Background: an optimization exercise with open tools, aiming at small area and a short achievable clock period. Do not read the settings as production practice.
Function was not checked in any run shown here: the RTL went through the layout flow alone.
Power and IR drop assume default switching activity.

==> flow/design.v, too long to show whole: its modules and the start of the top module <==
// module alu: 645 lines
module alu(FPUCLK, RST, A, B, CTRL, OUT);
  // ...
==> flow/flow/run.sh <==
#!/bin/bash
set -euo pipefail
cd "$(dirname "$0")/.."
export BUFFER_PORTS_ARGS="-buffer_cell sky130_fd_sc_hd__buf_2"
export SYNTH_ARGS="-noabc"
bash standard.sh > standard_flow.log 2>&1
==> flow/standard.sh <==
#!/bin/bash
# synth_recipe.tcl (not shown) runs the flow's synth.tcl, then flattens the netlist and writes it again
# the make line also repeats each setting of config.mk as NAME=value (left out here)
make -C /OpenROAD-flow-scripts/flow DESIGN_CONFIG=/design/flow/config.mk WORK_HOME=/design/flow/orfs CLKGATE_MAP_FILE= SYNTH_SCRIPT=/design/flow/synth_recipe.tcl "${@:-finish}"
==> flow/config.mk <==
export PLATFORM = sky130hd
export DESIGN_NAME = alu
export DESIGN_NICKNAME = alu
export VERILOG_FILES = /design/flow/design.v
export SDC_FILE = /design/flow/constraint.sdc
export NUM_CORES = 4
export LEC_CHECK = 0
export CAP_MARGIN = 20
export CELL_PAD_IN_SITES_DETAIL_PLACEMENT = 1
export CORE_MARGIN = 2
export CORE_UTILIZATION = 35
export SETUP_SLACK_MARGIN = 3.6
export SLEW_MARGIN = 20
export TNS_END_PERCENT = 5
==> flow/constraint.sdc <==
create_clock -name core_clock -period 7.0 [get_ports {FPUCLK}]
set_input_delay 1.4000 -clock core_clock [delete_from_list [all_inputs] [get_ports {FPUCLK}]]
set_output_delay 1.4000 -clock core_clock [all_outputs]
set_load 0.01 [all_outputs]
==> impl_results.rst, run 1 <==
.. list-table::
   :header-rows: 1

   * - Metric
     - Value
   * - Synth Area in Compound Gates
     - 9.84%
   * - Headroom to the max-slew limit
     - 28.0%
   * - Worst clock skew
     - 0.0272 ns
   * - Status
     - no timing/DRC/antenna violations
   * - Peak VDD IR
     - 0.000293 V
   * - Clock tree from TritonCTS
     - built
   * - Max stage delay on crit path
     - 0.59 ns
   * - Share of the yosys chip area belonging to registers
     - 25.4%
   * - Number of antenna violations at the first check in global routing
     - 0
   * - Ratio of routed vias to standard cells
     - 5.45
   * - Average size of a mapped cell
     - 10.4 sq um
   * - Unique masters post-synth
     - 86
   * - Largest cells by area after synthesis
     - fa_1 25%, dfxtp_1 21%, and2_1 9.0%
   * - Multi-input logic portion of the cell area
     - 62.9%
   * - Layer carrying the most global-route usage
     - met2
   * - Commonest cells after routing, fill and taps aside
     - 284 x and2_1, 247 x fa_1, 187 x dfxtp_1
   * - Flop and latch count out of synthesis
     - 253
   * - Biggest regs
     - r2_m (92), r3_m (25)
   * - Die H
     - 247 microns
   * - Worst Setup EP
     - r3_m[23]
   * - Number of antenna diodes
     - 0
   * - CP arrival
     - 4.24 ns
   * - Crit share post-route
     - 53.6%
   * - Cell Int Power
     - 6.79 mW
   * - Pwr/cell area
     - 524 mW/mm^2
   * - Cell depth of the worst hold path
     - 0
==> run 2, diff against run 1 <==
--- a/flow/design.v
+++ b/flow/design.v
@@ -6,57 +6,62 @@
   wire s1, c2, s3, c4, s5, c6, s7, c8, s9, c10, s11, c12, s13, c14, s15, c16, s17, c18, s19, c20, s21, c22, s23, c24, s25, c26, s27, c28, s29, c30, s31, c32, s33, c34, s35, c36, s37, c38, s39, c40, s41, c42, s43, c44, s45, c46, s47, c48, s49, c50, s51, c52, s53, c54, s55, c56, s57, c58, s59, c60, s61, c62, s63, c64, s65, c66, s67, c68, s69, c70, s71, c72, s73, c74, s75, c76, s77, c78, s79, c80, s81, c82, s83, c84, s85, c86, s87, c88, s89, c90, s91, c92, s93, c94, s95, c96, s97, c98, s99, c100, s101, c102, s103, c104, s105, c106, s107, c108, s109, c110, s111, c112, s113, c114, s115, c116, s117, c118, s119, c120, s121, c122, s123, c124, s125, c126, s127, c128, s129, c130, s131, c132, s133, c134, s135, c136, s137, c138, s139, c140, s141, c142, s143, c144, s145, c146, s147, c148, s149, c150, s151, c152, s153, c154, s155, c156, s157, c158, s159, c160, s161, c162, s163, c164, s165, c166, s167, c168, s169, c170, s171, c172, s173, c174, s175, c176, s177, c178, s179, c180, s181, c182, s183, c184, s185, c186, s187, c188, s189, c190, s191, c192, s193, c194, s195, c196, s197, c198, s199, c200, s201, c202, s203, c204, s205, c206, s207, c208, s209, c210, s211, c212, s213, c214, s215, c216, s217, c218, s219, c220, s221, c222, s223, c224, s225, c226, s227, c228, s229, c230, s231, c232, s233, c234, s235, c236, s237, c238, s239, c240, s241, c242, s243, c244, s245, c246, s247, c248, s249, c250, s251, c252, s253, c254, s255, c256, s257, c258, s259, c260, s261, c262, s263, c264, s265, c266, s267, c268, s269, c270, s271, c272, s273, c274, s275, c276, s277, c278, s279, c280, s281, c282, s283, c284, s285, c286, s287, c288, s289, c290, s291, c292, s293, c294, s295, c296, s297, c298, s299, c300, s301, c302, s303, c304, s305, c306, s307, c308, s309, c310, s311, c312, s313, c314, s315, c316, s317, c318, s319, c320, s321, c322, s323, c324, s325, c326, s327, c328, s329, c330, s331, c332, s333, c334, s335, c336, s337, c338, s339, c340, s341, c342, s343, c344, s345, c346, s347, c348, s349, c350, s351, c352, s353, c354, s355, c356, s357, c358, s359, c360, s361, c362, s363, c364, s365, c366, s367, c368, s369, c370, s371, c372, s373, c374, s375, c376, s377, c378, s379, c380, s381, c382, s383, c384, s385, c386, s387, c388, s389, c390, s391, c392, s393, c394, s395, c396, s397, c398, s399, c400, s401, c402, s403, c404, s405, c406, s407, c408, s409, c410, s411, c412, s413, c414, s415, c416, s417, c418, s419, c420, s421, c422, s423, c424, s425, c426, s427, c428, s429, c430, s431, c432, s433, c434, s435, c436, s437, c438, s439, c440, s441, c442, s443, c444, s445, c446, s447, c448, s449, c450, s451, c452, s453, c454, s455, c456, s457, c458, s459, c460, s461, c462, s463, c464, s465, c466, s467, c468, s469, c470, s471, c472, s473, c474, s475, c476, s477, c478, s479, c480, s481, c482, s483, c484, s485, c486, s487, c488, s489, c490, s491, c492, s493, c494, s495, c496, s497, c498, s499, c500, s501, c502, s503, c504, s505, c506, s507, c508, s509, c510, s511, c512, s513, c514, s515, c516, s517, c518, s519, c520, s521, c522, s523, c524, s525, c526, s527, c528;
   wire mul0 = CTRL[1], sub0 = CTRL[0];
   wire sa = A[31], sb = B[31];
   wire [7:0] ea = A[30:23], eb = B[30:23];
   wire [22:0] fa = A[22:0], fb = B[22:0];
   wire a_inf = &ea, b_inf = &eb;
   wire a_zero = ~|A, b_zero = ~|B;
   wire [7:0] dab = ea - eb;
-  wire [7:0] dba = eb - ea;
   wire d_zero = (ea == eb);
   wire f_lt = (fa < fb);
   wire sp_b = a_zero;             
   wire sp_a = ~a_zero & b_zero;   
   wire sel_b = sp_b | (~sp_a & (dab[7] | (d_zero & f_lt)));
-  wire [7:0] sh = dab[7] ? dba : dab;
-  wire sh_big = (sh > 8'd23) | sp_a | sp_b;
   wire swap = ~mul0 & sel_b;
   wire eff_sub = sa ^ sb ^ sub0;
   wire inf_s_add = a_inf ? sa : sb;
   wire [7:0] e_mul = ea + eb + 8'h81;
   wire s_mul = sa ^ sb;
-  reg [22:0] ma, mb;        
-  reg r1_swap, r1_mul, r1_sub, r1_shbig, r1_sa, r1_sb, r1_inf, r1_zero;
-  reg [4:0] r1_sh;
+  reg [22:0] nma, nmb;      
+  reg r1_swap, r1_mul, r1_sub, r1_sa, r1_sb, r1_inf, r1_zero;
+  reg [7:0] r1_d;
+  reg r1_sp;
   reg [7:0] r1_ea, r1_eb;
   always @(posedge FPUCLK) begin
-    ma <= swap ? fb : fa;    
-    mb <= swap ? fa : fb;
+    nma <= ~(swap ? fb : fa);    
+    nmb <= ~(swap ? fa : fb);
     r1_swap <= swap;
     r1_mul <= mul0;
     r1_sub <= ~mul0 & eff_sub;
-    r1_shbig <= sh_big;
-    r1_sh <= sh[4:0];
+    r1_d <= dab;
+    r1_sp <= sp_a | sp_b;
     r1_ea <= mul0 ? e_mul : ea;
     r1_eb <= eb;
     r1_sa <= mul0 ? s_mul : ((a_inf | b_inf) ? inf_s_add : sa);
     r1_sb <= (a_inf | b_inf) ? inf_s_add : (sp_b ? (sb | sub0) : (sb ^ sub0));
     r1_inf <= a_inf | b_inf;
     r1_zero <= mul0 & (a_zero | b_zero);
   end
+  wire [22:0] ma = ~nma, mb = ~nmb;
   wire [22:0] xa = ma;
   wire [22:0] xb = mb;
   wire [23:0] big = {1'b1, xa};
-  wire [23:0] sh0 = r1_shbig ? 24'd0 : {1'b1, xb};
+  wire neg = r1_d[7];
+  wire [6:0] u = r1_d[6:0] ^ {7{neg}};
+  wire [4:0] r1_sh = u[4:0];
+  wire r1_shbig = (|u[6:5]) | (&u[4:3]) | (neg & (u[4:0] == 5'd23)) | r1_sp;
+  wire [23:0] sh0 = {1'b1, xb};
   wire [23:0] sh1 = r1_sh[0] ? {1'b0, sh0[23:1]} : sh0;
   wire [23:0] sh2 = r1_sh[1] ? {2'b0, sh1[23:2]} : sh1;
   wire [23:0] sh3 = r1_sh[2] ? {4'b0, sh2[23:4]} : sh2;
   wire [23:0] sh4 = r1_sh[3] ? {8'b0, sh3[23:8]} : sh3;
-  wire [23:0] sml = r1_sh[4] ? {16'b0, sh4[23:16]} : sh4;
+  wire [23:0] sh5 = r1_sh[4] ? {16'b0, sh4[23:16]} : sh4;
+  wire [23:0] sh6 = neg ? {1'b0, sh5[23:1]} : sh5;
+  wire [23:0] sml = r1_shbig ? 24'd0 : sh6;
   wire [23:0] smx = sml ^ {24{r1_sub}};
   assign s1 = mb[0] ^ (ma[22] & mb[1]) ^ (ma[21] & mb[2]);
   assign c2 = (mb[0] & (ma[22] & mb[1])) | (mb[0] & (ma[21] & mb[2])) | ((ma[22] & mb[1]) & (ma[21] & mb[2]));
   assign s3 = (ma[20] & mb[3]) ^ (ma[19] & mb[4]) ^ (ma[18] & mb[5]);
   assign c4 = ((ma[20] & mb[3]) & (ma[19] & mb[4])) | ((ma[20] & mb[3]) & (ma[18] & mb[5])) | ((ma[19] & mb[4]) & (ma[18] & mb[5]));
   assign s5 = (ma[17] & mb[6]) ^ (ma[16] & mb[7]);
   assign c6 = (ma[17] & mb[6]) & (ma[16] & mb[7]);
   assign s7 = mb[1] ^ (ma[22] & mb[2]) ^ (ma[21] & mb[3]);
==> impl_results.rst, run 2 <==
.. list-table::
   :header-rows: 1

   * - Metric
     - Value
   * - Crit share post-route
     - 53.6% (about the same)
   * - Area share of the leading cell type in the synthesized netlist
     - 25.6%
   * - All-layer global routing usage
     - 22.4%
   * - Commonest non-fill, non-tap cell in the layout
     - nor2_1
   * - Final setup margin
     - 3.25 ns
   * - Proportion of register bits with asynchronous set or reset after synthesis
     - 14.5%
   * - Maxcap violations
     - 0
   * - Total placed instance area
     - 0.0212 sq mm
   * - Unrepaired setup endpoints after global routing
     - true
   * - Static leakage power
     - 10.1 nW
   * - Number of antenna violations at the first check in global routing
     - 0 (unchanged)
   * - Flop and latch count out of synthesis
     - 256 (+1.2%)
   * - Cell mode on critical path
     - a21o_1
   * - # nets final
     - 2514
   * - Number of routed nets with antenna violations
     - 0
   * - RD Place Congestion
     - 0.934
   * - Violation count after the first detailed-route iteration
     - 1015
   * - Cell Int Power
     - 6.51 mW (-4.1%)
   * - Largest cells by area after synthesis
     - fa_1 26%, dfxtp_1 22%, nor2_1 5.7%
   * - Library cell with the largest summed area after synthesis
     - fa_1
   * - Average size of a mapped cell
     - 9.79 sq um (-6.0%)
   * - Initial Utilization
     - 35.5%
   * - Hold buffer count at CTS
     - 0
   * - Die H
     - 243 microns (-1.4%)
   * - Switching share of power
     - 47.5%
   * - DIE AREA
     - 0.0593 sq mm
   * - Power spent charging and discharging nets
     - 5.88 mW
   * - Biggest regs
     - r2_m (92), r3_m (25)
   * - Reg clk slew, reported paths
     - 0.06 ns
   * - CP arrival
     - 4.24 ns (about the same)
   * - Transition time at the pin with the least slew margin
     - 1.04 ns
   * - Data required, critical path
     - 7.49 ns
   * - Category of the most critical setup path
     - flop to flop
   * - Post-synthesis instance area
     - 0.0201 sq mm
   * - WL per Instance
     - 23.2 microns
   * - Post-synthesis cell count
     - 2050
   * - Post-layout power
     - 12.4 mW
   * - Timing-limited maximum frequency
     - 0.267 GHz
   * - Count of endpoints failing setup in the final report
     - 0
   * - EDFF count, synth
     - 0
   * - Maximum fanout encountered on the critical timing path
     - 2
   * - Peak VDD IR
     - 0.000273 V (-7.1%)
   * - Combined buffer and inverter count along the critical path
     - 1
   * - Unique masters post-synth
     - 80 (-7.0%)
   * - Fin Setup TNS
     - 0 ns
   * - Worst clock skew
     - 0.0254 ns (-0.00188 ns)
   * - Wire length of the first global-routing pass
     - 104000 microns
   * - Final Hold Viols
     - 0
   * - Relative area change from synthesis to final layout
     - 12.7%
   * - Commonest cells after routing, fill and taps aside
     - 302 x nor2_1, 250 x fa_1, 191 x dfxtp_1
   * - Horizontal die dimension
     - 243 microns
   * - Root Buffer
     - clkbuf_16
   * - Clock tree from TritonCTS
     - built
   * - Most instantiated cells after synthesis
     - 303 x nor2_1, 257 x fa_1, 219 x dfxtp_1
   * - Setup crit start kind
     - flop
   * - Endpoint kind of the worst setup timing path
     - flop
   * - Largest net degree at the start of global routing
     - 68
   * - Vias
     - 16000
   * - Number of CTS-inserted buffers
     - 29
   * - Dominant cell by count in the synthesized netlist
     - nor2_1
   * - Drt first pass iters
     - 5
   * - Total wirelength of the detailed-routed design
     - 66700 microns
   * - Standard cell with the maximum stage delay on the critical path
     - fa_1
   * - Synthesis Warnings
     - 1
   * - Shortest period the worst path allows
     - 3.75 ns
   * - Share of the yosys chip area belonging to registers
     - 26.5% (+1.0 points)
   * - Kind of cell adding the most delay to the critical path
     - compound AO/OA/AOI/OAI gates
   * - Final Max Slew Viols
     - 0
   * - Max stage delay on crit path
     - 0.55 ns (-0.04 ns)
   * - Sum of overflow across all layers after global routing
     - 0
   * - Combinational group share of total power
     - 66.5%
   * - Fraction of layout instances using a drive strength above 1
     - 16.0%
   * - Status
     - no timing/DRC/antenna violations
   * - Sequential group share of total power
     - 20.7%
   * - Total number of clock tree sinks
     - 256
   * - Critical-path cell list
     - fa_1 > fa_1 > ha_1 > a21o_1 > a21o_1 > a2111oi_4 > o211ai_1 > a2111oi_4 > buf_4 > o31ai_2 > a21o_1 > a21oi_2 > xnor2_2
   * - Via count of the first global-routing pass
     - 17800
   * - Clock network fraction of total power
     - 12.8%
   * - Later-pin clock latency in the skew report
     - 0.59 ns
   * - Post-placement worst setup slack
     - 1.97 ns
   * - Headroom to the max-slew limit
     - 30.2% (+2.2 points)
   * - Total nets after synthesis
     - 2466
   * - Largest register by flop count
     - r2_m
   * - Core Area
     - 0.0565 sq mm
   * - DP Wirelength
     - 48600 microns
   * - Min-delay worst type
     - flop to flop
   * - Ratio of routed vias to standard cells
     - 5.55 (+1.9%)
   * - Post-route DRC
     - 0
   * - Buffers on Ports
     - 99
   * - Pwr/cell area
     - 547 mW/mm^2 (+4.4%)
   * - Row count
     - 87
   * - Post-route cell area
     - 0.0226 sq mm
   * - Ys flop type
     - dfxtp_1
   * - Max reg flops
     - 92
   * - Number of antenna diodes
     - 0 (unchanged)
   * - Largest buffer count on any clock path
     - 3
   * - Number of I/O pins
     - 101
   * - H-Tree Depth
     - 1
-- run 2: worst reg2reg max path: cells and delay by family, from the launching register on --
family / cells / cell delay (ns)
compound gates: 8 / 1.71
fa+ha+maj: 3 / 1.28
flops: 1 / 0.32
buf+inv: 1 / 0.20
xor+xnor: 1 / 0.14
-- run 2: layout make-up --
cell class | instances | area (sq um)
Timing Repair Buffer | 133 | 762
Multi-Input combinational cell | 1542 | 14000
Fill cell | 6340 | 33900
Clock buffer | 42 | 856
Sequential cell | 256 | 5370
Inverter | 136 | 510
Tap cell | 756 | 946
Clock inverter | 9 | 145
-- run 2: power by group through the flow --
stage | Clock [mW] | Sequential, mW | Combinational (mW)
after floorplan | 0 | 2.24 | 5.51
after global placement | 0 | 2.53 | 7.38
after detailed placement | 0 | 2.56 | 7.65
after CTS | 1.63 | 2.53 | 7.90
after global routing | 1.69 | 2.61 | 9.10
final | 1.59 | 2.56 | 8.23
-- run 2: stage by stage --
step                hold slack [ns]  utilization (%)  instances
floorplan                     0.310                -       2050
global placement              0.318             37.6       2807
detailed placement            0.313             37.6       2807
CTS                           0.326             39.6       2863
global route                  0.331             40.0       2874
finish                        0.325             40.0       2874
-- run 2: worst paths after layout --
check,start,to,slack [ns],cells after the start
setup / recovery,r2_m[6],r3_m[17],3.25,13
hold reg to reg,r1_zero,r2_zero,0.33,0
setup reg to reg,r2_m[6],r3_m[17],3.25,13
max in group asynchronous,RST,r4_lo[3],5.52,1
min in group asynchronous,RST,r4_f[18],0.93,1
hold / removal,r1_zero,r2_zero,0.33,0
-- run 2: cells by family after synthesis --
family,after synthesis,share of synthesized area (%)
and+or+nand+nor,674,15.7
adders and majority gates,347,31.2
AOI/OAI and AO/OA,327,10.5
DFF,256,26.5
buffers and inverters,253,5.06
muxes,132,8.22
xor gates and xnor gates,61,2.83
-- run 2: timing repair --
action,CTS,global route
setup buffers,4,11
gates cloned,1,0
setup endpoints to repair,128,148
gates resized for setup,23,52
pin swaps,8,21
-- run 2: per-layer routing --
layer | GRT usage, % | vias to the layer above | part of all wire [%]
li1 | - | 6961 | -
met1 | 28.3 | 8129 | 41
met2 | 38.5 | 699 | 48
met3 | 3.26 | 171 | 6.6
met4 | 8.97 | 0 | 4.2
met5 | 0 | - | 0
==> run 3, diff against run 2 <==
--- a/flow/config.mk
+++ b/flow/config.mk
@@ -11,3 +11,3 @@
 export CORE_UTILIZATION = 35
-export SETUP_SLACK_MARGIN = 3.6
+export SETUP_SLACK_MARGIN = 4
 export SLEW_MARGIN = 20
==> impl_results.rst, run 3 <==
.. list-table::
   :header-rows: 1

   * - Metric
     - Value
   * - Synthesis Warnings
     - 1 (unchanged)
   * - Standard cell with the maximum stage delay on the critical path
     - fa_1
   * - Status
     - no timing/DRC/antenna violations
   * - Min-delay worst type
     - flop to flop
   * - Final Max Slew Viols
     - 0 (unchanged)
   * - Area share of the leading cell type in the synthesized netlist
     - 25.6% (unchanged)
   * - Flop and latch count out of synthesis
     - 256 (unchanged)
   * - Post-synthesis instance area
     - 0.0201 sq mm (unchanged)
   * - Post-Place Cells
     - 2811 (+0.14%)
   * - H-Tree Depth
     - 1 (unchanged)
   * - Ratio of routed vias to standard cells
     - 5.50 (-0.98%)
   * - Dominant cell by count in the synthesized netlist
     - nor2_1
   * - Later-pin clock latency in the skew report
     - 0.59 ns (about the same)
   * - Cell mode on critical path
     - a21o_1
   * - Worst Hold Slack
     - 0.327 ns (+0.00179 ns)
   * - Max reg flops
     - 92 (unchanged)
   * - Fin Setup TNS
     - 0 ns (unchanged)
   * - Peak VDD IR
     - 0.000258 V (-5.2%)
   * - Largest register by flop count
     - r2_m
   * - Commonest cells after routing, fill and taps aside
     - 299 x nor2_1, 246 x fa_1, 192 x dfxtp_1
   * - Total wirelength of the detailed-routed design
     - 67300 microns (+0.86%)
   * - Setup crit start kind
     - flop
   * - Post-synthesis cell count
     - 2050 (unchanged)
   * - Timing-limited maximum frequency
     - 0.265 GHz (-0.59%)
   * - Ys flop type
     - dfxtp_1
   * - DP Wirelength
     - 48300 microns (-0.79%)
   * - Largest cells by area after synthesis
     - fa_1 26%, dfxtp_1 22%, nor2_1 5.7%
   * - Pwr/cell area
     - 531 mW/mm^2 (-3.0%)
   * - Maxcap violations
     - 0 (unchanged)
   * - Endpoint kind of the worst setup timing path
     - flop
   * - WL per Instance
     - 23.0 microns (-1.0%)
   * - Unrepaired setup endpoints after global routing
     - true
   * - Reg clk slew, reported paths
     - 0.06 ns (about the same)
   * - Biggest regs
     - r2_m (92), r3_m (25)
   * - Drt first pass iters
     - 5 (unchanged)
   * - Via count of the first global-routing pass
     - 18000 (+1.1%)
   * - Vias
     - 16100 (+0.88%)
   * - Critical-path cell list
     - fa_1 > fa_1 > ha_1 > a21o_1 > a21o_1 > a2111oi_4 > o211ai_1 > a2111oi_4 > buf_6 > o31ai_4 > a21o_1 > a21oi_2 > xnor2_2
   * - RD Place Congestion
     - 0.944 (+1.0%)
   * - Share of the yosys chip area belonging to registers
     - 26.5% (unchanged)
   * - Static leakage power
     - 10.6 nW (+4.2%)
   * - Die H
     - 243 microns (unchanged)
   * - Sum of overflow across all layers after global routing
     - 0 (unchanged)
   * - CP arrival
     - 4.26 ns (+0.02 ns)
   * - Violation count after the first detailed-route iteration
     - 888 (-13%)
   * - Area taken by multi-input logic gates
     - 0.0143 sq mm (+1.8%)
   * - Number of inserted filler cells in the final layout
     - 6261 (-1.2%)
   * - Shortest period the worst path allows
     - 3.77 ns (+0.0223 ns)
   * - Number of CTS-inserted buffers
     - 29 (unchanged)
   * - Slack of the worst reg-to-reg path
     - 3.23 ns (-0.02 ns)
   * - Initial Utilization
     - 35.5% (unchanged)
   * - Fraction of layout instances using a drive strength above 1
     - 20.2% (+4.3 points)
   * - Number of antenna diodes
     - 0 (unchanged)
   * - Largest net degree at the start of global routing
     - 88 (+29%)
   * - Largest buffer count on any clock path
     - 3 (unchanged)
   * - Number of antenna violations at the first check in global routing
     - 0 (unchanged)
   * - Max stage delay on crit path
     - 0.56 ns (about the same)
   * - Post-route DRC
     - 0 (unchanged)
   * - Average size of a mapped cell
     - 9.79 sq um (unchanged)
   * - Final Hold Viols
     - 0 (unchanged)
   * - Headroom to the max-slew limit
     - 30.2% (about the same)
   * - Buffers on Ports
     - 99 (unchanged)
   * - Hold buffer count at CTS
     - 0 (unchanged)
   * - Total number of clock tree sinks
     - 256 (unchanged)
   * - Category of the most critical setup path
     - flop to flop
   * - Total nets after synthesis
     - 2466 (unchanged)
   * - Transition time at the pin with the least slew margin
     - 1.04 ns (-0.000320 ns)
   * - EDFF count, synth
     - 0 (unchanged)
   * - Data required, critical path
     - 7.49 ns (about the same)
   * - Maximum fanout encountered on the critical timing path
     - 3 (+1)
   * - # nets final
     - 2566 (+2.1%)
   * - Worst clock skew
     - 0.0178 ns (-0.00756 ns)
   * - Proportion of register bits with asynchronous set or reset after synthesis
     - 14.5% (unchanged)
   * - Most instantiated cells after synthesis
     - 303 x nor2_1, 257 x fa_1, 219 x dfxtp_1
   * - Wire length of the first global-routing pass
     - 105000 microns (+1.0%)
   * - Row count
     - 87 (unchanged)
   * - Core Area
     - 0.0565 sq mm (unchanged)
   * - Final standard cell utilization of the core
     - 41.7% (+1.7 points)
   * - Crit share post-route
     - 53.9% (+0.32 points)
   * - Clock tree from TritonCTS
     - built
   * - Count of endpoints failing setup in the final report
     - 0 (unchanged)
   * - All-layer global routing usage
     - 22.6% (+0.22 points)
   * - Root Buffer
     - clkbuf_16
   * - Unique masters post-synth
     - 80 (unchanged)
   * - Horizontal die dimension
     - 243 microns (unchanged)
   * - Library cell with the largest summed area after synthesis
     - fa_1
   * - Number of I/O pins
     - 101 (unchanged)
   * - DIE AREA
     - 0.0593 sq mm (unchanged)
   * - Commonest non-fill, non-tap cell in the layout
     - nor2_1
   * - Non-Filler Instances
     - 2928 (+1.9%)
   * - Relative area change from synthesis to final layout
     - 17.5%
   * - Sequential Area
     - 0.00538 sq mm (+0.35%)
   * - Number of routed nets with antenna violations
     - 0 (unchanged)
## run 3: final timing paths
path / startpoint / endpoint / cells past startpoint
worst max register to register: r2_m[5] / r3_m[17] / 13
worst min-delay path: r2_zero / r3_zero / 0
max in group asynchronous: RST / r4_fx / 1
worst max-delay path: r2_m[5] / r3_m[17] / 13
worst min register to register: r2_zero / r3_zero / 0
min in group asynchronous: RST / r4_f[15] / 1
## run 3: cells by family after synthesis
kind of cell             count (synthesis)  share of synthesized area [%]
AO/OA/AOI/OAI                          327                           10.5
XOR/XNOR                                61                           2.83
adder cells (fa/ha/maj)                347                           31.2
buffers and inverters                  253                           5.06
flip-flops                             256                           26.5
multiplexers                           132                           8.22
AND/OR/NAND/NOR                        674                           15.7
## run 3: layout make-up
cell class	count	share of cell area [%]
inverters	136	2.25
multi-input cells	1541	60.6
well taps	756	4.01
repair buffers	186	6.11
clock buffers	38	3.48
flip-flops and latches	256	22.8
clock inverters	15	0.753
## run 3: repair_timing
item / CTS / global route
endpoints found under the hold margin: 0 / 0
setup buffers: 49 / 13
gates cloned: 2 / 0
setup endpoints to repair: 182 / 178
pin swaps: 48 / 22
gates resized for setup: 148 / 36
## run 3: metrics by stage
step	power, mW	worst slack, ns	cell area, sq um
CTS	12.1	3.07	23300
global route	13.5	3.10	23600
global placement	9.92	1.99	21300
floorplan	7.77	3.59	20300
finish	12.5	3.23	23600
detailed placement	10.2	2.19	21300
## run 3: worst max-delay path: cells and delay by family, from the launching register on
family	cells	cell delay [ns]
compound gates	8	1.74
fa+ha+maj	3	1.30
flops	1	0.32
buf+inv	1	0.18
xor+xnor	1	0.15
## run 3: per-layer routing
layer,part of all wire (%),wire [microns],vias to the layer above,track usage (%)
met5,0,0,-,0
li1,-,-,7070,-
met1,41,27900,8209,28.9
met4,4.5,3060,0,9.24
met2,47,31900,623,38.3
met3,6.6,4470,198,3.44
## run 3: where the power goes
part	switching (mW)	total (mW)	internal, mW
clock network	0.636	1.57	0.939
registers	0.514	2.51	2.00
logic	4.76	8.44	3.67
total	5.91	12.5	6.61
==> run 4, diff against run 3 <==
--- a/flow/config.mk
+++ b/flow/config.mk
@@ -11,3 +11,3 @@
 export CORE_UTILIZATION = 35
-export SETUP_SLACK_MARGIN = 4
+export SETUP_SLACK_MARGIN = 4.4
 export SLEW_MARGIN = 20
==> impl_results.rst, run 4 <==
.. list-table::
   :header-rows: 1

   * - Metric
     - Value
   * - Status
     - no timing/DRC/antenna violations
   * - Clock tree from TritonCTS
     - built
   * - All-layer global routing usage
     - 22.6% (unchanged)
   * - Root Buffer
     - clkbuf_16
   * - Unique masters post-synth
     - 80 (unchanged)
   * - Biggest regs
     - r2_m (92), r3_m (25)
   * - Drt first pass iters
     - 5 (unchanged)
   * - Number of CTS-inserted buffers
     - 29 (unchanged)
   * - WL per Instance
     - 22.9 microns (-0.23%)
   * - Post-synthesis instance area
     - 0.0201 sq mm (unchanged)
   * - Sequential Area
     - 0.00539 sq mm (+0.16%)
   * - Post-Place Cells
     - 2811 (unchanged)
   * - Row count
     - 87 (unchanged)
   * - Maxcap violations
     - 0 (unchanged)
   * - Category of the most critical setup path
     - flop to flop
   * - Ratio of routed vias to standard cells
     - 5.52 (+0.48%)
   * - Total number of clock tree sinks
     - 256 (unchanged)
   * - Share of the yosys chip area belonging to registers
     - 26.5% (unchanged)
   * - Commonest non-fill, non-tap cell in the layout
     - nor2_1
   * - Proportion of register bits with asynchronous set or reset after synthesis
     - 14.5% (unchanged)
   * - EDFF count, synth
     - 0 (unchanged)
   * - Horizontal die dimension
     - 243 microns (unchanged)
   * - Post-route DRC
     - 0 (unchanged)
   * - RD Place Congestion
     - 0.944 (unchanged)
   * - Library cell with the largest summed area after synthesis
     - fa_1
   * - Number of antenna violations at the first check in global routing
     - 0 (unchanged)
   * - Total wirelength of the detailed-routed design
     - 67200 microns (-0.16%)
   * - Hold buffer count at CTS
     - 0 (unchanged)
   * - Sum of overflow across all layers after global routing
     - 0 (unchanged)
   * - Post-synthesis cell count
     - 2050 (unchanged)
   * - Dominant cell by count in the synthesized netlist
     - nor2_1
   * - Area share of the leading cell type in the synthesized netlist
     - 25.6% (unchanged)
   * - Static leakage power
     - 10.6 nW (+0.38%)
   * - Final standard cell utilization of the core
     - 42.0% (+0.26 points)
   * - Number of I/O pins
     - 101 (unchanged)
   * - Core Area
     - 0.0565 sq mm (unchanged)
   * - Final Hold Viols
     - 0 (unchanged)
   * - Fin Setup TNS
     - 0 ns (unchanged)
   * - Number of inserted filler cells in the final layout
     - 6253 (-0.13%)
   * - Initial Utilization
     - 35.5% (unchanged)
   * - Setup crit start kind
     - flop
   * - Peak VDD IR
     - 0.000257 V (-0.39%)
   * - DIE AREA
     - 0.0593 sq mm (unchanged)
   * - Non-Filler Instances
     - 2930 (+0.068%)
   * - Shortest period the worst path allows
     - 3.77 ns (-0.00264 ns)
   * - DP Wirelength
     - 48300 microns (unchanged)
   * - Largest cells by area after synthesis
     - fa_1 26%, dfxtp_1 22%, nor2_1 5.7%
   * - Relative area change from synthesis to final layout
     - 18.3%
   * - Max reg flops
     - 92 (unchanged)
   * - Worst clock skew
     - 0.0167 ns (-0.00114 ns)
   * - Synthesis Warnings
     - 1 (unchanged)
   * - Final Max Slew Viols
     - 0 (unchanged)
   * - Endpoint kind of the worst setup timing path
     - flop
   * - Wire length of the first global-routing pass
     - 105000 microns (unchanged)
   * - Unrepaired setup endpoints after global routing
     - true
   * - Crit share post-route
     - 53.9% (about the same)
   * - Maximum fanout encountered on the critical timing path
     - 3 (unchanged)
   * - Total nets after synthesis
     - 2466 (unchanged)
   * - Ys flop type
     - dfxtp_1
   * - Timing-limited maximum frequency
     - 0.265 GHz (about the same)
   * - Violation count after the first detailed-route iteration
     - 940 (+5.9%)
   * - # nets final
     - 2568 (+0.078%)
   * - Data required, critical path
     - 7.49 ns (about the same)
   * - Count of endpoints failing setup in the final report
     - 0 (unchanged)
   * - Transition time at the pin with the least slew margin
     - 1.05 ns (+0.00648 ns)
   * - Number of routed nets with antenna violations
     - 0 (unchanged)
   * - Headroom to the max-slew limit
     - 30.3% (+0.066 points)
   * - Pwr/cell area
     - 531 mW/mm^2 (about the same)
   * - H-Tree Depth
     - 1 (unchanged)
   * - Flop and latch count out of synthesis
     - 256 (unchanged)
   * - Average size of a mapped cell
     - 9.79 sq um (unchanged)
   * - Die H
     - 243 microns (unchanged)
   * - Most instantiated cells after synthesis
     - 303 x nor2_1, 257 x fa_1, 219 x dfxtp_1
   * - Area taken by multi-input logic gates
     - 0.0144 sq mm (+0.76%)
   * - Number of antenna diodes
     - 0 (unchanged)
   * - Later-pin clock latency in the skew report
     - 0.59 ns (about the same)
   * - Vias
     - 16200 (+0.55%)
   * - Via count of the first global-routing pass
     - 18000 (unchanged)
   * - Largest register by flop count
     - r2_m
   * - Largest buffer count on any clock path
     - 3 (unchanged)
   * - Fraction of layout instances using a drive strength above 1
     - 21.0% (+0.81 points)
   * - Buffers on Ports
     - 99 (unchanged)
   * - CP arrival
     - 4.26 ns (about the same)
   * - Reg clk slew, reported paths
     - 0.06 ns (about the same)
   * - Min-delay worst type
     - flop to flop
   * - Largest net degree at the start of global routing
     - 88 (unchanged)
   * - Commonest cells after routing, fill and taps aside
     - 298 x nor2_1, 245 x fa_1, 187 x dfxtp_1
-- run 4: final timing paths --
| check | cells after the start | end | startpoint | slack (ns) |
|---|---|---|---|---|
| setup / recovery | 13 | r3_m[17] | r2_m[5] | 3.23 |
| setup reg to reg | 13 | r3_m[17] | r2_m[5] | 3.23 |
| max in group asynchronous | 1 | r4_fx | RST | 5.52 |
| hold reg to reg | 0 | r3_zero | r2_zero | 0.33 |
| min in group asynchronous | 1 | r4_f[15] | RST | 0.92 |
| hold / removal | 0 | r3_zero | r2_zero | 0.33 |
-- run 4: per-stage QoR --
stage	area, sq um	worst slack (ns)	hold WS (ns)	total power, mW
after floorplan	20300	3.59	0.310	7.77
after global placement	21300	1.99	0.316	9.92
after detailed placement	21300	2.19	0.316	10.2
after CTS	23300	3.07	0.332	12.1
after global routing	23700	3.10	0.342	13.6
final	23700	3.23	0.327	12.6
-- run 4: cell families after synthesis --
family | share of synthesized area [%]
fa+ha+maj | 31.2
compound gates | 10.5
xor+xnor | 2.83
mux | 8.22
buf+inv | 5.06
flops | 26.5
simple gates | 15.7
-- run 4: layout make-up --
type                       count  share of cell area [%]
timing repair buffer         188                    6.20
multi-input combinational   1541                    60.7
tap                          756                    3.99
sequential                   256                    22.7
clock buffer                  38                    3.46
inverter                     136                    2.24
clock inverter                15                   0.749
-- run 4: where the power goes --
| group | switching (mW) | internal (mW) |
|---|---|---|
| combinational | 4.78 | 3.70 |
| clock | 0.638 | 0.939 |
| sequential | 0.536 | 2.00 |
| total | 5.95 | 6.64 |
-- run 4: metal layers --
layer	track usage, %	vias to the layer above	wire, microns
met1	28.9	8258	27800
met4	9.24	0	3110
li1	-	7075	-
met2	38.3	650	32000
met5	0	-	0
met3	3.44	205	4280
-- run 4: repair_timing --
item | 4_1_cts | 5_1_grt
hold endpoints to repair | 0 | 0
cloned | 2 | 0
setup buffers | 49 | 15
resized for setup | 148 | 60
setup endpoints to repair | 210 | 210
pin swaps | 48 | 22
-- run 4: worst max-delay path, cell delays in order (launching register included) --
cell	delay, ns
dfxtp_2	0.32
fa_1	0.55
fa_1	0.44
ha_1	0.30
a21o_1	0.17
a21o_1	0.19
a2111oi_4	0.38
o211ai_1	0.22
a2111oi_4	0.34
buf_6	0.18
o31ai_4	0.08
a21o_1	0.18
a21oi_2	0.19
xnor2_2	0.15
==> run 5, diff against run 4 <==
--- a/flow/config.mk
+++ b/flow/config.mk
@@ -11,3 +11,3 @@
 export CORE_UTILIZATION = 35
-export SETUP_SLACK_MARGIN = 4.4
+export SETUP_SLACK_MARGIN = 2.8
 export SLEW_MARGIN = 20
==> impl_results.rst, run 5 <==
.. list-table::
   :header-rows: 1

   * - Metric
     - Value
   * - Status
     - no timing/DRC/antenna violations
   * - Endpoint kind of the worst setup timing path
     - flop
   * - Number of I/O pins
     - 101 (unchanged)
   * - Critical-path cell list
     - or2_2 > fa_1 > inv_1 > fa_1 > fa_1 > fa_1 > fa_1 > nand2_1 > nand3_1
   * - Global Route met3 Usage
     - 3.22% (-0.22 points)
   * - Share of the yosys chip area belonging to registers
     - 26.5% (unchanged)
   * - Drt first pass iters
     - 5 (unchanged)
   * - Worst clock skew
     - 0.0179 ns (+0.00125 ns)
   * - Headroom to the max-slew limit
     - 20.1% (-10 points)
   * - Sum of overflow across all layers after global routing
     - 0 (unchanged)
   * - Relative area change from synthesis to final layout
     - 11.3%
   * - Commonest non-fill, non-tap cell in the layout
     - nor2_1
   * - Number of inserted filler cells in the final layout
     - 6395 (+2.3%)
   * - Number of antenna diodes
     - 0 (unchanged)
   * - Clock tree from TritonCTS
     - built
   * - Number of antenna violations at the first check in global routing
     - 0 (unchanged)
   * - Number of routed nets with antenna violations
     - 0 (unchanged)
   * - Post-layout power
     - 11.7 mW (-7.3%)
   * - Row count
     - 87 (unchanged)
   * - H-Tree Depth
     - 1 (unchanged)
   * - Post-synthesis cell count
     - 2050 (unchanged)
   * - Category of the most critical setup path
     - flop to flop
   * - Number of CTS-inserted buffers
     - 30 (+3.4%)
   * - Commonest cells after routing, fill and taps aside
     - 303 x nor2_1, 257 x fa_1, 216 x dfxtp_1
   * - Via count of the first global-routing pass
     - 17600 (-2.3%)
   * - Clock network fraction of total power
     - 13.6% (+1.1 points)
   * - Min-delay worst type
     - flop to flop
   * - Peak VDD IR
     - 0.000245 V (-5.0%)
   * - Layer carrying the most global-route usage
     - met2
   * - Area share of the leading cell type in the synthesized netlist
     - 25.6% (unchanged)
   * - Final standard cell utilization of the core
     - 39.6% (-2.5 points)
   * - Transition time at the pin with the least slew margin
     - 1.20 ns (+0.152 ns)
   * - Unrepaired setup endpoints after global routing
     - true
   * - Ys flop type
     - dfxtp_1
   * - Maximum fanout encountered on the critical timing path
     - 23 (+20)
   * - Biggest regs
     - r2_m (92), r3_m (25)
   * - Fraction of layout instances using a drive strength above 1
     - 13.5% (-7.6 points)
   * - Largest net degree at the start of global routing
     - 86 (-2.3%)
   * - WL per Instance
     - 22.4 microns (-2.2%)
   * - Fin Setup TNS
     - 0 ns (unchanged)
   * - Max stage delay on crit path
     - 1.07 ns (+0.52 ns)
   * - Total nets after synthesis
     - 2466 (unchanged)
   * - Count of endpoints failing setup in the final report
     - 0 (unchanged)
   * - Buffers on Ports
     - 99 (unchanged)
   * - Global Route met1 Usage
     - 26.6% (-2.3 points)
   * - Ratio of routed vias to standard cells
     - 5.52 (-0.14%)
   * - Core Area
     - 0.0565 sq mm (unchanged)
   * - Most instantiated cells after synthesis
     - 303 x nor2_1, 257 x fa_1, 219 x dfxtp_1
   * - Switching share of power
     - 47.0% (-0.26 points)
   * - Power spent charging and discharging nets
     - 5.49 mW (-7.8%)
   * - Standard cell with the maximum stage delay on the critical path
     - dfxtp_1
   * - Crit share post-route
     - 62.0% (+8.1 points)
   * - Combinational group share of total power
     - 65.3% (-2.0 points)
   * - Flop and latch count out of synthesis
     - 256 (unchanged)
   * - Sequential Area
     - 0.00531 sq mm (-1.5%)
   * - Hold buffer count at CTS
     - 0 (unchanged)
   * - Root Buffer
     - clkbuf_16
   * - Post-route DRC
     - 0 (unchanged)
   * - RD Place Congestion
     - 0.930 (-1.4%)
   * - Static leakage power
     - 10.1 nW (-4.6%)
   * - EDFF count, synth
     - 0 (unchanged)
   * - Wire length of the first global-routing pass
     - 101000 microns (-3.9%)
   * - DIE AREA
     - 0.0593 sq mm (unchanged)
   * - Unique masters post-synth
     - 80 (unchanged)
   * - Maxcap violations
     - 0 (unchanged)
   * - Horizontal die dimension
     - 243 microns (unchanged)
   * - Vias
     - 15900 (-1.8%)
   * - Cell Int Power
     - 6.19 mW (-6.8%)
   * - Worst Hold Slack
     - 0.328 ns (+0.000561 ns)
   * - Reg clk slew, reported paths
     - 0.06 ns (about the same)
   * - Total number of clock tree sinks
     - 256 (unchanged)
   * - Die H
     - 243 microns (unchanged)
   * - DP Wirelength
     - 47600 microns (-1.4%)
   * - Max reg flops
     - 92 (unchanged)
   * - # nets final
     - 2516 (-2.0%)
   * - Dominant cell by count in the synthesized netlist
     - nor2_1
   * - Total wirelength of the detailed-routed design
     - 64600 microns (-3.9%)
   * - All-layer global routing usage
     - 21.6% (-1.0 points)
   * - Largest cells by area after synthesis
     - fa_1 26%, dfxtp_1 22%, nor2_1 5.7%
   * - Shortest period the worst path allows
     - 4.34 ns (+0.568 ns)
   * - CP arrival
     - 4.83 ns (+0.57 ns)
   * - Synthesis Warnings
     - 1 (unchanged)
   * - Largest register by flop count
     - r2_m
   * - Library cell with the largest summed area after synthesis
     - fa_1
   * - Timing-limited maximum frequency
     - 0.230 GHz (-13%)
   * - Average size of a mapped cell
     - 9.79 sq um (unchanged)
   * - Data required, critical path
     - 7.49 ns (about the same)
   * - Later-pin clock latency in the skew report
     - 0.57 ns (-0.02 ns)
   * - Area taken by multi-input logic gates
     - 0.0138 sq mm (-4.1%)
   * - Post-synthesis instance area
     - 0.0201 sq mm (unchanged)
   * - Final Max Slew Viols
     - 0 (unchanged)
   * - Violation count after the first detailed-route iteration
     - 963 (+2.4%)
   * - Setup crit start kind
     - flop
   * - Pwr/cell area
     - 523 mW/mm^2 (-1.6%)
   * - Sequential group share of total power
     - 21.1% (+1.0 points)
   * - Final Hold Viols
     - 0 (unchanged)
   * - Cell mode on critical path
     - fa_1
   * - Met2 demand-to-capacity share in global routing
     - 38.0% (-0.33 points)
   * - Initial Utilization
     - 35.5% (unchanged)
   * - Proportion of register bits with asynchronous set or reset after synthesis
     - 14.5% (unchanged)
   * - Largest buffer count on any clock path
     - 3 (unchanged)
==> run 5: what timing repair did <==
| action | CTS | global route |
|---|---|---|
| setup endpoints to repair | 23 | 50 |
| cloned | 1 | 0 |
| pin swaps | 1 | 1 |
| buffers inserted | 0 | 8 |
| gates resized for setup | 0 | 2 |
==> run 5: kinds of logic after synthesis <==
kind of cell,after synthesis,synth area share [%]
AO/OA/AOI/OAI,327,10.5
XOR/XNOR,61,2.83
adder cells (fa/ha/maj),347,31.2
buffers and inverters,253,5.06
flip-flops,256,26.5
multiplexers,132,8.22
AND/OR/NAND/NOR,674,15.7
==> run 5: worst max-delay path: cells and delay by family, from the launching register on <==
family                   cells  cell delay (ns)
buffers and inverters        1             0.10
adder cells (fa/ha/maj)      5             2.45
AND/OR/NAND/NOR              3             0.62
flip-flops                   1             1.07
==> run 5: through the flow <==
stage          instances  instance area, sq um  worst slack, ns
2_1_floorplan       2050                 20100             3.31
3_3_place_gp        2815                 21200             2.22
3_5_place_dp        2815                 21200             1.87
4_1_cts             2872                 22300             2.65
5_1_grt             2880                 22300             2.61
6_report            2880                 22300             2.66
==> run 5: layout make-up <==
| class | instances | area share [%] |
|---|---|---|
| Multi-Input combinational cell | 1542 | 61.7 |
| Sequential cell | 256 | 23.8 |
| Timing Repair Buffer | 134 | 3.39 |
| Inverter | 136 | 2.28 |
| Clock buffer | 37 | 3.75 |
| Clock inverter | 19 | 0.812 |
| Tap cell | 756 | 4.23 |
==> run 5: power by group through the flow <==
stage	registers, mW	clock network, mW	logic, mW
finish	2.47	1.59	7.62
CTS	2.45	1.62	7.57
floorplan	2.24	0	5.48
global placement	2.46	0	7.16
detailed placement	2.48	0	7.51
global route	2.51	1.68	8.50
==> run 5: path summary, 6_finish.rpt <==
kind,start,end,slack [ns],depth (start not counted)
max reg2reg,nma[21],r2_m[21],2.66,9
min,r2_zero,r3_zero,0.33,0
max,nma[21],r2_m[21],2.66,9
min in group asynchronous,RST,r4_f[17],0.94,1
max in group asynchronous,RST,r4_f[11],5.55,1
min reg2reg,r2_zero,r3_zero,0.33,0
==> run 5: layer usage <==
metal	share of wire (%)	up-vias
li1	-	6973
met1	41	8121
met2	49	604
met3	6.0	191
met4	4.3	0
met5	0	-
==> run 6, diff against run 5 <==
--- a/flow/config.mk
+++ b/flow/config.mk
@@ -11,3 +11,3 @@
 export CORE_UTILIZATION = 35
-export SETUP_SLACK_MARGIN = 2.8
+export SETUP_SLACK_MARGIN = 3.2
 export SLEW_MARGIN = 20
==> impl_results.rst, run 6 <==
.. list-table::
   :header-rows: 1

   * - Metric
     - Value
   * - Status
     - no timing/DRC/antenna violations
   * - Count of endpoints failing setup in the final report
     - 0 (unchanged)
   * - Synthesis Warnings
     - 1 (unchanged)
   * - # nets final
     - 2514 (-0.079%)
   * - Pwr/cell area
     - 530 mW/mm^2 (+1.5%)
   * - Worst Hold Slack
     - 0.328 ns (+0.0000300 ns)
   * - Number of I/O pins
     - 101 (unchanged)
   * - Total number of clock tree sinks
     - 256 (unchanged)
   * - DIE AREA
     - 0.0593 sq mm (unchanged)
   * - Vias
     - 15900 (+0.18%)
   * - Row count
     - 87 (unchanged)
   * - Total placed instance area
     - 0.0212 sq mm (unchanged)
   * - H-Tree Depth
     - 1 (unchanged)
   * - Number of CTS-inserted buffers
     - 30 (unchanged)
   * - Unique masters post-synth
     - 80 (unchanged)
   * - Number of routed nets with antenna violations
     - 0 (unchanged)
   * - Commonest cells after routing, fill and taps aside
     - 302 x nor2_1, 255 x fa_1, 204 x dfxtp_1
   * - Root Buffer
     - clkbuf_16
   * - Fin Setup TNS
     - 0 ns (unchanged)
   * - WL per Instance
     - 22.6 microns (+0.70%)
   * - Final Max Slew Viols
     - 0 (unchanged)
   * - Final standard cell utilization of the core
     - 39.7% (+0.19 points)
   * - Static leakage power
     - 10.1 nW (+0.13%)
   * - Dominant cell by count in the synthesized netlist
     - nor2_1
   * - Reg clk slew, reported paths
     - 0.06 ns (about the same)
   * - Violation count after the first detailed-route iteration
     - 915 (-5.0%)
   * - Largest buffer count on any clock path
     - 3 (unchanged)
   * - Maximum fanout encountered on the critical timing path
     - 3 (-87%)
   * - Fraction of layout instances using a drive strength above 1
     - 14.6% (+1.1 points)
   * - Total wirelength of the detailed-routed design
     - 65000 microns (+0.63%)
   * - RD Place Congestion
     - 0.930 (unchanged)
   * - Headroom to the max-slew limit
     - 20.5% (+0.41 points)
   * - Drt first pass iters
     - 5 (unchanged)
   * - Worst clock skew
     - 0.0202 ns (+0.00227 ns)
   * - Ys flop type
     - dfxtp_1
   * - Final setup margin
     - 3.15 ns (+0.493 ns)
   * - Share of the yosys chip area belonging to registers
     - 26.5% (unchanged)
   * - Largest net degree at the start of global routing
     - 86 (unchanged)
   * - Non-Filler Instances
     - 2878 (-0.069%)
   * - Relative area change from synthesis to final layout
     - 11.9%
   * - Buffers on Ports
     - 99 (unchanged)
   * - Horizontal die dimension
     - 243 microns (unchanged)
   * - Peak VDD IR
     - 0.000248 V (+1.6%)
   * - Ratio of routed vias to standard cells
     - 5.53 (+0.25%)
   * - Total nets after synthesis
     - 2466 (unchanged)
   * - DP Wirelength
     - 47600 microns (unchanged)
   * - Endpoint kind of the worst setup timing path
     - flop
   * - EDFF count, synth
     - 0 (unchanged)
   * - Crit share post-route
     - 54.9% (-7.0 points)
   * - Min-delay worst type
     - flop to flop
   * - Largest register by flop count
     - r2_m
   * - Average size of a mapped cell
     - 9.79 sq um (unchanged)
   * - Timing-limited maximum frequency
     - 0.260 GHz (+13%)
   * - Max reg flops
     - 92 (unchanged)
   * - Core Area
     - 0.0565 sq mm (unchanged)
   * - Die H
     - 243 microns (unchanged)
   * - Data required, critical path
     - 7.49 ns (about the same)
   * - Unrepaired setup endpoints after global routing
     - true
   * - All-layer global routing usage
     - 21.7% (about the same)
   * - Post-synthesis cell count
     - 2050 (unchanged)
   * - Initial Utilization
     - 35.5% (unchanged)
   * - Hold buffer count at CTS
     - 0 (unchanged)
   * - Post-synthesis instance area
     - 0.0201 sq mm (unchanged)
   * - Wire length of the first global-routing pass
     - 101000 microns (about the same)
   * - Number of antenna violations at the first check in global routing
     - 0 (unchanged)
   * - Transition time at the pin with the least slew margin
     - 1.19 ns (-0.00611 ns)
   * - Library cell with the largest summed area after synthesis
     - fa_1
   * - Post-placement worst setup slack
     - 1.87 ns (unchanged)
   * - Category of the most critical setup path
     - flop to flop
   * - Post-layout power
     - 11.9 mW (+2.0%)
   * - Biggest regs
     - r2_m (92), r3_m (25)
   * - Number of antenna diodes
     - 0 (unchanged)
   * - Final Hold Viols
     - 0 (unchanged)
   * - Setup crit start kind
     - flop
   * - Commonest non-fill, non-tap cell in the layout
     - nor2_1
   * - CP arrival
     - 4.34 ns (-0.49 ns)
   * - Clock tree from TritonCTS
     - built
   * - Post-Place Cells
     - 2815 (unchanged)
   * - Via count of the first global-routing pass
     - 17600 (-0.028%)
   * - Later-pin clock latency in the skew report
     - 0.57 ns (about the same)
   * - Sum of overflow across all layers after global routing
     - 0 (unchanged)
   * - Area share of the leading cell type in the synthesized netlist
     - 25.6% (unchanged)
   * - Flop and latch count out of synthesis
     - 256 (unchanged)
   * - Largest cells by area after synthesis
     - fa_1 26%, dfxtp_1 22%, nor2_1 5.7%
   * - Post-route DRC
     - 0 (unchanged)
   * - Most instantiated cells after synthesis
     - 303 x nor2_1, 257 x fa_1, 219 x dfxtp_1
   * - Proportion of register bits with asynchronous set or reset after synthesis
     - 14.5% (unchanged)
   * - Maxcap violations
     - 0 (unchanged)
   * - Post-route cell area
     - 0.0225 sq mm (+0.49%)
   * - Shortest period the worst path allows
     - 3.85 ns (-0.493 ns)
[run 6: changes by cell type in the layout (fill, tap and decap cells not counted), moves of 3 or more]
cell and change:
a21oi_1 -3, buf_4 -4, dfxtp_2 +10, a21oi_2 +3
dfxtp_1 -12
[run 6: critical path, stage by stage, from the launching register on]
cell and delay, ns:
dfxtp_2 0.33, fa_1 0.53, fa_2 0.61, ha_4 0.21, a21o_1 0.15, a21o_1 0.19, a2111oi_4 0.39, o211ai_1 0.22
a2111oi_4 0.34, buf_4 0.21, o31ai_1 0.11, a21o_1 0.22, a21oi_2 0.15, xnor2_1 0.12
[run 6: path summary, 6_finish.rpt]
| kind | from | to | slack [ns] | depth (start not counted) |
|---|---|---|---|---|
| hold reg to reg | r2_zero | r3_zero | 0.33 | 0 |
| max in group asynchronous | RST | r4_f[11] | 5.54 | 1 |
| setup / recovery | r2_m[6] | r3_m[17] | 3.15 | 13 |
| setup reg to reg | r2_m[6] | r3_m[17] | 3.15 | 13 |
| hold / removal | r2_zero | r3_zero | 0.33 | 0 |
| min in group asynchronous | RST | r4_f[17] | 0.94 | 1 |
[run 6: where the power goes]
part	internal (mW)	total [mW]	switching (mW)
clock network	0.933	1.59	0.656
logic	3.39	7.84	4.46
registers	1.99	2.47	0.481
[run 6: kinds of logic after synthesis]
| logic type | share of synthesized area (%) |
|---|---|
| simple gates | 15.7 |
| fa+ha+maj | 31.2 |
| compound gates | 10.5 |
| flops | 26.5 |
| buf+inv | 5.06 |
| mux | 8.22 |
| xor+xnor | 2.83 |
[run 6: cell type report]
class                      instances  area [sq um]
inverter                         136           510
clock inverter                    19           181
tap                              756           946
sequential                       256          5330
fill                            6374         34000
timing repair buffer             132           751
multi-input combinational       1542         13900
clock buffer                      37           838
[run 6: per-layer routing]
| metal | vias up | wire [microns] | GRT usage [%] |
|---|---|---|---|
| met1 | 8143 | 26600 | 26.7 |
| met3 | 194 | 3660 | 3.17 |
| met2 | 612 | 31900 | 38.2 |
| met5 | - | 0 | 0 |
| li1 | 6968 | - | - |
| met4 | 0 | 2850 | 8.43 |
[run 6: what timing repair did]
action                                  CTS  global route
setup buffers                             1             5
pin swaps                                 1            12
cloned                                    1             0
gates resized for setup                   2            33
endpoints found under the setup margin   88            96
hold endpoints to repair                  0             0

-- afterwards: timing with drivers on the ports --
How much do the figures lean on ideal ports? The routed layouts below were timed once more, with nothing changed but the port constraints.
Step 1 (the two cells are an assumption about what drives the block):
set clk [get_ports {FPUCLK}]
set_driving_cell -lib_cell sky130_fd_sc_hd__clkbuf_16 $clk
set_driving_cell -lib_cell sky130_fd_sc_hd__buf_2 [delete_from_list [all_inputs] $clk]
Step 2 times the ports against the registers' clock, not the clock port: input delays grow and output delays shrink by t, the midpoint of the rising clock arrivals with the driver on.
Slacks: no drivers / after step 1 / after step 2; pairs: no drivers / after step 1.
run	t, ns	setup WS [ns]	worst setup path at the end	clock arrival spread, ns
run 1	0.635	3.248 / 3.248 / 2.893	input to register	0.030 / 0.030
run 2	0.631	3.249 / 3.249 / 2.858	input to register	0.027 / 0.027
run 3	0.644	3.227 / 3.227 / 3.025	input to register	0.019 / 0.018
run 4	0.646	3.229 / 3.229 / 3.033	input to register	0.017 / 0.018
run 5	0.619	2.662 / 2.662 / 2.373	input to register	0.018 / 0.018
run 6	0.620	3.155 / 3.155 / 2.632	input to register	0.020 / 0.020
After both steps setup and hold are still met in every run listed. For run 6, which loses most, drivers alone change the setup slack by 0.000 ns; drivers and shift together by -0.523 ns.
